What follows belongs to an exercise in optimizing a design on an open flow for small area and a short achievable clock period; a production flow would make more cautious choices. Only simulation tests tie the RTL to the original design; equivalence was not proved.

== before ==
// multiplier_16bit
module multiplier_16bit (
    input  wire clk,
    input  wire rst,
    input  wire signed [15:0] a,
    input  wire signed [15:0] b,
    output reg  signed [31:0] product,
    output reg  signed [15:0] a_out,
    output reg  signed [15:0] b_out
);
    wire [15:0] ag = a;
    wire [31:0] accn = product;
    wire one0 = b[0] ^ 1'b0;
    wire two0 = (b[1] & ~b[0] & ~1'b0) | (~b[1] & b[0] & 1'b0);
    wire neg0 = b[1];
    wire [16:0] x0;    
    assign x0[0] = ((one0 & ag[0]) | (two0 & 1'b0)) ^ neg0;
    assign x0[1] = ((one0 & ag[1]) | (two0 & ag[0])) ^ neg0;
    assign x0[2] = ((one0 & ag[2]) | (two0 & ag[1])) ^ neg0;
    assign x0[3] = ((one0 & ag[3]) | (two0 & ag[2])) ^ neg0;
    assign x0[4] = ((one0 & ag[4]) | (two0 & ag[3])) ^ neg0;
    assign x0[5] = ((one0 & ag[5]) | (two0 & ag[4])) ^ neg0;
    assign x0[6] = ((one0 & ag[6]) | (two0 & ag[5])) ^ neg0;
    assign x0[7] = ((one0 & ag[7]) | (two0 & ag[6])) ^ neg0;
    assign x0[8] = ((one0 & ag[8]) | (two0 & ag[7])) ^ neg0;
    assign x0[9] = ((one0 & ag[9]) | (two0 & ag[8])) ^ neg0;
    assign x0[10] = ((one0 & ag[10]) | (two0 & ag[9])) ^ neg0;
    assign x0[11] = ((one0 & ag[11]) | (two0 & ag[10])) ^ neg0;
    assign x0[12] = ((one0 & ag[12]) | (two0 & ag[11])) ^ neg0;
    assign x0[13] = ((one0 & ag[13]) | (two0 & ag[12])) ^ neg0;
    assign x0[14] = ((one0 & ag[14]) | (two0 & ag[13])) ^ neg0;
    assign x0[15] = ((one0 & ag[15]) | (two0 & ag[14])) ^ neg0;
    assign x0[16] = ~(((one0 & ag[15]) | (two0 & ag[15])) ^ neg0);
    wire one1 = b[2] ^ b[1];
    wire two1 = (b[3] & ~b[2] & ~b[1]) | (~b[3] & b[2] & b[1]);
    wire neg1 = b[3];
    wire [16:0] x1;    
    assign x1[0] = ((one1 & ag[0]) | (two1 & 1'b0)) ^ neg1;
    assign x1[1] = ((one1 & ag[1]) | (two1 & ag[0])) ^ neg1;
    assign x1[2] = ((one1 & ag[2]) | (two1 & ag[1])) ^ neg1;
    assign x1[3] = ((one1 & ag[3]) | (two1 & ag[2])) ^ neg1;
    assign x1[4] = ((one1 & ag[4]) | (two1 & ag[3])) ^ neg1;
    assign x1[5] = ((one1 & ag[5]) | (two1 & ag[4])) ^ neg1;
    assign x1[6] = ((one1 & ag[6]) | (two1 & ag[5])) ^ neg1;
    assign x1[7] = ((one1 & ag[7]) | (two1 & ag[6])) ^ neg1;
    assign x1[8] = ((one1 & ag[8]) | (two1 & ag[7])) ^ neg1;
  ...
For scale: ~98 I/O pins, about 8600 µm² of cells after synthesis.
clock: 20.0 ns
lec_check: 0
abc_area: 1
cap_margin: 20
core_margin: 2
core_utilization: 65
place_density: 0.75
slew_margin: 20
synth_hierarchical: 1
standard.sh (not shown) runs the stock make flow with config.mk's settings and CLKGATE_MAP_FILE= SYNTH_SCRIPT=/design/flow/synth_recipe.tcl, a recipe that flattens the netlist after the stock synthesis.
==> flow/flow/run.sh <==
#!/bin/bash
# The standard synthesis and layout, with two changes to the layout:
#  * the port buffers are the smallest buffer cell (buffer_ports -buffer_cell) instead of
#    the delay-cell buffers buffer_ports picks by itself;
#  * the clock tree uses the buffers in flow/cts_bufs.txt and no dummy loads;
#  * repair_timing aims for extra setup slack (flow/setup_margin.txt, ns) so the resizer
#    speeds up the critical paths. The clock and I/O constraints are unchanged.
set -euo pipefail
# clock tree: small clock buffers and no dummy loads (64 flip-flops need little drive)
export CTS_ARGS="-sink_clustering_enable -repair_clock_nets -buf_list {$(cat flow/cts_bufs.txt)} -dont_use_dummy_load"
export BUFFER_PORTS_ARGS="-buffer_cell sky130_fd_sc_hd__buf_1"
M=$(cat flow/setup_margin.txt)
if [[ "$M" != "0" ]]; then export SETUP_SLACK_MARGIN=$M; fi
S=$(cat flow/move_sequence.txt)
if [[ -n "$S" ]]; then export SETUP_MOVE_SEQUENCE=$S; fi
bash standard.sh synth > synth.log 2>&1
bash standard.sh finish > layout.log 2>&1
==> flow/flow/cts_bufs.txt <==
sky130_fd_sc_hd__clkbuf_4 sky130_fd_sc_hd__clkbuf_8
==> flow/flow/move_sequence.txt <==
unbuffer,sizeup,swap
==> flow/flow/setup_margin.txt <==
10.8
diff inputs: before => after
# before
export LEC_CHECK = 0
export ABC_AREA = 1
export CAP_MARGIN = 20
export CORE_MARGIN = 2
export CORE_UTILIZATION = 65
export PLACE_DENSITY = 0.75
export SLEW_MARGIN = 20
export SYNTH_HIERARCHICAL = 1
create_clock -name core_clock -period 20.0 [get_ports {clk}]
# after
export LEC_CHECK = 0
export ABC_AREA = 1
export CAP_MARGIN = 20
export CORE_MARGIN = 2
export CORE_UTILIZATION = 40
export SLEW_MARGIN = 20
export SYNTH_HIERARCHICAL = 1
create_clock -name core_clock -period 20.0 [get_ports {clk}]
-- flow/flow/run.sh --
<<< before, line 2
# The standard synthesis and layout, with two changes to the layout:
>>> after, line 2
# The standard synthesis and layout, with these changes to the layout:
==> flow/flow/cts_bufs.txt <==
sky130_fd_sc_hd__clkbuf_8
--- outcome ---
Lower global-route wire length before repair was reported by before, not after. Side by side, worst max-slew margin expressed relative to the limit turned out higher in after than in before. Number of buffers other than clock buffers in the final layout was higher in after than in before. Going from before to after, the area of the die was found to have gone up by 60%.

* * *

## job 761
multiplier_16bit, a different RTL version from the one above (not shown whole).
Size in the first run: about 870 cells after synthesis, ~64 flip-flops, ~98 I/O pins, ~8100 um^2 of cells after synthesis.
// multiplier_16bit
module multiplier_16bit (
    input  wire clk,
    input  wire rst,
    input  wire signed [15:0] a,
    input  wire signed [15:0] b,
    output reg  signed [31:0] product,
    output reg  signed [15:0] a_out,
    output reg  signed [15:0] b_out
);
==> flow/config.mk <==
export PLATFORM = sky130hd
export DESIGN_NAME = multiplier_16bit
export DESIGN_NICKNAME = multiplier_16bit
export VERILOG_FILES = /design/flow/design.v
export SDC_FILE = /design/flow/constraint.sdc
export NUM_CORES = 4
export LEC_CHECK = 0
export ABC_AREA = 1
export CAP_MARGIN = 20
export CORE_MARGIN = 2
export CORE_UTILIZATION = 40
export SLEW_MARGIN = 20
export SYNTH_HIERARCHICAL = 1
==> flow/constraint.sdc <==
create_clock -name core_clock -period 20.0 [get_ports {clk}]
set_input_delay 4.0000 -clock core_clock [delete_from_list [all_inputs] [get_ports {clk}]]
set_output_delay 4.0000 -clock core_clock [all_outputs]
set_load 0.01 [all_outputs]
==> flow/flow/run.sh <==
#!/bin/bash
# The standard synthesis and layout, with these changes to the layout:
#  * the port buffers are the smallest buffer cell (buffer_ports -buffer_cell) instead of
#    the delay-cell buffers buffer_ports picks by itself;
#  * the clock tree uses the buffers in flow/cts_bufs.txt and no dummy loads;
#  * repair_timing aims for extra setup slack (flow/setup_margin.txt, ns) so the resizer
#    speeds up the critical paths. The clock and I/O constraints are unchanged.
set -euo pipefail
# clock tree: small clock buffers and no dummy loads (64 flip-flops need little drive)
export CTS_ARGS="-sink_clustering_enable -repair_clock_nets -buf_list {$(cat flow/cts_bufs.txt)} -dont_use_dummy_load"
# repair timing once, after global routing, on its parasitics
export SKIP_CTS_REPAIR_TIMING=1
export BUFFER_PORTS_ARGS="-buffer_cell sky130_fd_sc_hd__buf_1"
M=$(cat flow/setup_margin.txt)
if [[ "$M" != "0" ]]; then export SETUP_SLACK_MARGIN=$M; fi
S=$(cat flow/move_sequence.txt)
if [[ -n "$S" ]]; then export SETUP_MOVE_SEQUENCE=$S; fi
bash standard.sh synth > synth.log 2>&1
bash standard.sh finish > layout.log 2>&1
==> flow/flow/cts_bufs.txt <==
sky130_fd_sc_hd__clkbuf_8
==> flow/flow/setup_margin.txt <==
11.3
Scripts as last shown in full above: flow/flow/move_sequence.txt
Input changes introduced in job 726 (baseline for comparison: job 761):
-- flow/flow/run.sh --
<<< job 761, line 9
# clock tree: small clock buffers and no dummy loads (64 flip-flops need little drive)
export CTS_ARGS="-sink_clustering_enable -repair_clock_nets -buf_list {$(cat flow/cts_bufs.txt)} -dont_use_dummy_load"
# repair timing once, after global routing, on its parasitics
export SKIP_CTS_REPAIR_TIMING=1
export BUFFER_PORTS_ARGS="-buffer_cell sky130_fd_sc_hd__buf_1"
M=$(cat flow/setup_margin.txt)
>>> job 726, line 9
# clock tree: small clock buffers and no dummy loads (64 flip-flops need little drive)
export CTS_ARGS="-sink_clustering_enable -repair_clock_nets -buf_list {$(cat flow/cts_bufs.txt)} -dont_use_dummy_load"
export BUFFER_PORTS_ARGS="-buffer_cell sky130_fd_sc_hd__buf_1"
M=$(cat flow/setup_margin.txt)
==> flow/flow/cts_bufs.txt <==
sky130_fd_sc_hd__clkbuf_4 sky130_fd_sc_hd__clkbuf_8
==> flow/flow/setup_margin.txt <==
10.8
Notes after the runs:
- Comparing job 726 and job 761, the lower maximum fanout along the worst path is on job 726.
- Higher post-route clock period utilization among job 726 and job 761: job 726
- [compare] base=job 761 new=job 726: wire length of the first global-routing pass ~0 delta, number of DRC markers after the initial detailed-route iteration +about 7%.
- Going from job 761 to job 726, the data arrival time at the worst-slack endpoint was found to have gone up by 0.31 ns.
- Compared with job 761, in job 726 well-tap cell count stayed essentially flat, final area fell by 5.8%.
Inputs modified between job 726 and job 7946:
==> flow/flow/cts_bufs.txt <==
sky130_fd_sc_hd__clkbuf_8
==> flow/flow/setup_margin.txt <==
11.3
Findings:
Die area delta (job 726 -> job 7946): insignificant. Job 7946 -> job 726: total cell area at the placement stage delta 0, exact match. Of job 7946 and job 726, the lower clock period minus final worst setup slack belongs to job 7946. Job 7946 against job 726: met2 layer wire length in the routed design picked up an extra 6.5%; area of all placed cells without fillers picked up an extra about 7%.
Input-level comparison between job 7023 and job 7946:
Settings: SLEW_MARGIN changed from 20 to 70.
==> flow/flow/run.sh <==
#!/bin/bash
# The standard synthesis and layout, with these changes to the layout:
#  * the port buffers are the smallest buffer cell (buffer_ports -buffer_cell) instead of
#    the delay-cell buffers buffer_ports picks by itself;
#  * one tie cell drives all constant inputs;
#  * the clock tree uses the buffers in flow/cts_bufs.txt and no dummy loads;
#  * repair_timing aims for extra setup slack (flow/setup_margin.txt, ns) so the resizer
#    speeds up the critical paths. The clock and I/O constraints are unchanged.
set -euo pipefail
# clock tree: small clock buffers and no dummy loads (64 flip-flops need little drive)
export CTS_ARGS="-sink_clustering_enable -repair_clock_nets -buf_list {$(cat flow/cts_bufs.txt)} -dont_use_dummy_load"
# one tie cell for all constant inputs instead of one per input
export SKIP_REPAIR_TIE_FANOUT=1
export BUFFER_PORTS_ARGS="-buffer_cell sky130_fd_sc_hd__buf_1"
M=$(cat flow/setup_margin.txt)
if [[ "$M" != "0" ]]; then export SETUP_SLACK_MARGIN=$M; fi
S=$(cat flow/move_sequence.txt)
if [[ -n "$S" ]]; then export SETUP_MOVE_SEQUENCE=$S; fi
bash standard.sh synth > synth.log 2>&1
bash standard.sh finish > layout.log 2>&1
==> flow/flow/setup_margin.txt <==
10.8
Findings:
Diff job 7023..job 7946 | synthesized area | unchanged
Every run in the comparison, job 7023 and job 7946, completed the flow with a clean layout.
Final worst clock skew essentially unchanged between job 7946 and job 7023.
Critical path depth sits higher in job 7023 than in job 7946.
Re final period utilization: job 7946 was lower than job 7023.
Delta (job 7023 minus job 7946): hold slack comparable; global-route met2 utilization went down; buffer count excluding the clock tree in the final layout increased by about 4.6% relative to the old numbers; worst setup slack went down 0.33 ns.

[what the ideal ports hide]
No port has a modelled driver above. Below, the same layouts with a new extraction and two added sets of constraints. Step 1: set_driving_cell puts a clkbuf_16 on clk and a buf_2 on each other input, an assumption about the parent block. Step 2, shift: input delay + t, output delay - t, t = (earliest + latest rising clock arrival at the registers) / 2. This alone moves slack from input paths to output paths. Three values: ideal, step 1, step 2; two values: the first two.
run | shift t [ns] | setup WS [ns] | slew at the worst register clock pin (ns) | worst data-port slew with drivers (ns) | pins driven straight from the clock port
before | 0.395 | 11.060 / 11.073 / 10.678 | 0.08 / 0.08 | 0.04 | 1
after | 0.416 | 11.189 / 11.199 / 10.783 | 0.09 / 0.09 | 0.04 | 1
job 761 | 0.396 | 11.328 / 11.324 / 10.928 | 0.08 / 0.08 | 0.05 | 1
job 726 | 0.396 | 11.069 / 11.079 / 10.683 | 0.08 / 0.08 | 0.04 | 1
job 7946 | 0.394 | 11.420 / 11.425 / 11.031 | 0.07 / 0.07 | 0.04 | 1
job 7023 | 0.403 | 11.090 / 11.099 / 10.696 | 0.08 / 0.08 | 0.04 | 1
After both steps setup and hold are still met in every run listed. The setup slack of after, which loses most, moves by +0.010 ns with the drivers and by -0.406 ns with both steps.
